From an optimization exercise on the open Yosys and OpenROAD flow, aimed at small area, a short achievable clock period and few clock cycles; shortcuts taken in it are not production practice. In this exercise RTL edits were held to simulation tests only and were not proved equivalent to the original. No activity file was given, so power comes from the tool's default toggle rates.

==> flow/design.v (excerpt) <==
module milestone1 (
	input  logic        CLOCK_50_I,
	input  logic        resetn,
	input  logic        ena,
	output logic        done,
	output logic [17:0] SRAM_address,
	output logic [15:0] SRAM_write_data,
	output logic        SRAM_we_n,
	input  logic [15:0] SRAM_read_data
);
logic        ena_q;        
logic        we;           
logic        run;          
logic        wen;          
logic [9:0]  ph;           
logic [15:0] n;            
logic [6:0]  q;            
logic        q0, q1, q2;   
logic [16:0] waddr;        
logic start, act, finish;
assign start  = ena_q & ~run & ~done;
assign act    = run | start;
assign finish = run & ph[9] & (n == 16'd19200);
assign SRAM_we_n = ~we;
logic k157, k159, k1;      
logic k158, k0;            
logic sh;                  
logic fresh;               
logic wsel_rg, wsel_br;    
logic [7:0]  sr [0:11];    
logic [7:0]  pend_u, pend_v;
logic [7:0]  ft0, ft5;     
logic [8:0]  fb, fc;       
logic [8:0]  ureg;         
logic [7:0]  ylo;          
logic [7:0]  cy;           
logic [8:0]  cu, cv;       
logic [7:0]  b0;           
logic [7:0] ins;           
logic [7:0] win [0:10];
assign ins = (ph[2] | ph[3]) ? SRAM_read_data[15:8] : ph[8] ? pend_u : pend_v;
always_comb begin
	win[0] = ins;
	for (int i = 1; i < 11; i++)
		win[i] = sr[i-1];
end
logic [7:0] t0, t1, t2, t3, t4, t5, t5_old;
always_comb begin
	t5_old = k157 ? win[2] : k158 ? win[4] : k159 ? win[6] : ph[8] ? pend_u : pend_v;
  ...
==> flow/config.mk <==
export PLATFORM = sky130hd
export DESIGN_NAME = milestone1
export DESIGN_NICKNAME = milestone1
export VERILOG_FILES = /design/flow/design.v
export SDC_FILE = /design/flow/constraint.sdc
export NUM_CORES = 4
export LEC_CHECK = 0
export CAP_MARGIN = 20
export CORE_MARGIN = 2
export CORE_UTILIZATION = 60
export CTS_CLUSTER_DIAMETER = 100
export CTS_CLUSTER_SIZE = 25
export PLACE_DENSITY = 0.7
export SLEW_MARGIN = 20
export SYNTH_HIERARCHICAL = 1
export SYNTH_MINIMUM_KEEP_SIZE = 0
==> flow/constraint.sdc <==
create_clock -name core_clock -period 12.0 [get_ports {CLOCK_50_I}]
set_input_delay 2.4000 -clock core_clock [delete_from_list [all_inputs] [get_ports {CLOCK_50_I}]]
set_output_delay 2.4000 -clock core_clock [all_outputs]
set_load 0.01 [all_outputs]
standard.sh (not shown) runs the stock make flow with config.mk's settings and CLKGATE_MAP_FILE= SYNTH_SCRIPT=/design/flow/synth_recipe.tcl, a recipe that flattens the netlist after the stock synthesis.
==> flow/flow/run.sh <==
#!/bin/bash
# Layout flow: the standard layout (standard.sh, with config.mk's settings),
# with buf_2 cells as the port buffers and a larger setup margin for the timing
# repairs, so that they also speed up paths that already meet the 12 ns clock.
# make's output goes to flow.log; each ORFS step keeps its own log under orfs/logs/.
set -euo pipefail
bash standard.sh "BUFFER_PORTS_ARGS=-buffer_cell sky130_fd_sc_hd__buf_2" SETUP_SLACK_MARGIN=8.55 finish > flow.log 2>&1
Testbench counts at the start, summed over its fixed seeds: cycles 768,092.
Then changed:
==> flow/run.sh (new file) <==
#!/bin/bash
# synth_recipe.tcl (not shown) runs the flow's synth.tcl, then flattens the netlist and writes it again
# the make line also repeats each setting of config.mk as NAME=value (left out here)
make -C /OpenROAD-flow-scripts/flow DESIGN_CONFIG=/design/flow/config.mk WORK_HOME=/design/flow/orfs CLKGATE_MAP_FILE= SYNTH_SCRIPT=/design/flow/synth_recipe.tcl finish
- CORE_UTILIZATION: 60 -> 40
- CTS_CLUSTER_DIAMETER: 100 -> unset
- CTS_CLUSTER_SIZE: 25 -> unset
- PLACE_DENSITY: 0.7 -> unset
removed: flow/flow/run.sh
removed: flow/standard.sh
=> Core utilization decreases by 21 points; cell count increases by roughly a tenth; setup slack got worse by 410 ps; design area increases by a few percent.

== run A ==
Starting RTL as in the previous note.
==> flow/config.mk <==
export PLATFORM = sky130hd
export DESIGN_NAME = milestone1
export DESIGN_NICKNAME = milestone1
export VERILOG_FILES = /design/flow/design.v
export SDC_FILE = /design/flow/constraint.sdc
export NUM_CORES = 4
export LEC_CHECK = 0
export CAP_MARGIN = 20
export CORE_MARGIN = 2
export CORE_UTILIZATION = 60
export CTS_CLUSTER_DIAMETER = 100
export CTS_CLUSTER_SIZE = 25
export PLACE_DENSITY = 0.7
export SLEW_MARGIN = 20
export SYNTH_HIERARCHICAL = 1
export SYNTH_MINIMUM_KEEP_SIZE = 0
==> flow/constraint.sdc <==
create_clock -name core_clock -period 12.0 [get_ports {CLOCK_50_I}]
set_input_delay 2.4000 -clock core_clock [delete_from_list [all_inputs] [get_ports {CLOCK_50_I}]]
set_output_delay 2.4000 -clock core_clock [all_outputs]
set_load 0.01 [all_outputs]
run.sh (not shown) runs the stock make flow with config.mk's settings and CLKGATE_MAP_FILE= SYNTH_SCRIPT=/design/flow/synth_recipe.tcl, a recipe that flattens the netlist after the stock synthesis.
Stock flow here: none of the scripts above is used.
Every stage of the flow completed for run A, and the final layout passed the timing, design-rule and antenna checks.
Testbench counts of run A, summed over its fixed seeds: cycles 768,092.
Changes in run B relative to run A:
==> flow/flow/run.sh (new file) <==
#!/bin/bash
# Layout flow: the standard layout (standard.sh, with config.mk's settings),
# asking its timing repairs for a larger setup margin so that they also speed up
# paths that already meet the 12 ns clock.  make's output goes to flow.log; each
# ORFS step keeps its own log under orfs/logs/.
set -euo pipefail
bash standard.sh SETUP_SLACK_MARGIN=8.5 finish > flow.log 2>&1
==> flow/standard.sh (new file) <==
#!/bin/bash
# synth_recipe.tcl (not shown) runs the flow's synth.tcl, then flattens the netlist and writes it again
# the make line also repeats each setting of config.mk as NAME=value (left out here)
make -C /OpenROAD-flow-scripts/flow DESIGN_CONFIG=/design/flow/config.mk WORK_HOME=/design/flow/orfs CLKGATE_MAP_FILE= SYNTH_SCRIPT=/design/flow/synth_recipe.tcl "${@:-finish}"
removed: flow/run.sh
==> notes.md <==
Diff run A -> run B: wire length up 1100 um; count of buffers inserted at the top-level ports flat; sequential share of layout area down 0.37 points; post-synthesis average cell area flat. In the final reports, the cell area of run B is larger than that of run A. The number of global-route vias before repair of run B is higher than that of run A. Transition time at the pin with the least slew margin for run B: 0.0031 ns up relative to run A. Higher area growth from synthesis to layout among run A and run B: run B. Re area after synthesis: no difference whatsoever between run B and run A.
--- input diff run B..run C ---
--- a/flow/flow/run.sh
+++ b/flow/flow/run.sh
@@ -6,2 +6,2 @@
 set -euo pipefail
-bash standard.sh SETUP_SLACK_MARGIN=8.5 finish > flow.log 2>&1
+bash standard.sh SETUP_SLACK_MARGIN=8.7 finish > flow.log 2>&1
Results
Run B → run C: share of the clock period used by the worst path after layout shrank by 0.17 points, fraction of power spent switching nets down 0.27 points, sequential share of layout area decreased 0.36 points. For run C, the first element of the critical path was we$_DFFE_PN0P_, unlike run B, where it was cu[8]$_DFFE_PP_.

[static timing again, ports no longer ideal]
Ports are ideal in the flow. The routed layouts listed here were re-timed in OpenROAD.
Step 1: set_driving_cell puts a clkbuf_16 on CLOCK_50_I and a buf_2 on each other input, an assumption about the parent block.
Step 2, shift: input delay + t, output delay - t, t = (earliest + latest rising clock arrival at the registers) / 2. This alone moves slack from input paths to output paths.
a / b / c = no drivers / after step 1 / after step 2; a / b = the first two.
| run | t, ns | slack for setup (ns) | clock arrival spread, ns | slew at the worst register clock pin (ns) | cell pins on the clock port's net |
|---|---|---|---|---|---|
| the first run of note 1 | 0.592 | 8.461 / 8.405 / 8.611 | 0.028 / 0.028 | 0.10 / 0.10 | 1 |
| the second run of note 1 | 0.635 | 8.054 / 7.995 / 8.218 | 0.044 / 0.043 | 0.07 / 0.07 | 1 |
| run A | 0.607 | 8.086 / 8.027 / 8.313 | 0.037 / 0.037 | 0.11 / 0.11 | 1 |
| run B | 0.607 | 8.485 / 8.444 / 8.428 | 0.038 / 0.037 | 0.11 / 0.11 | 1 |
| run C | 0.594 | 8.506 / 8.450 / 8.436 | 0.019 / 0.020 | 0.11 / 0.11 | 1 |
After both steps every run listed still meets setup and hold. For run C, which loses most, drivers alone change the setup slack by -0.056 ns; drivers and shift together by -0.070 ns.
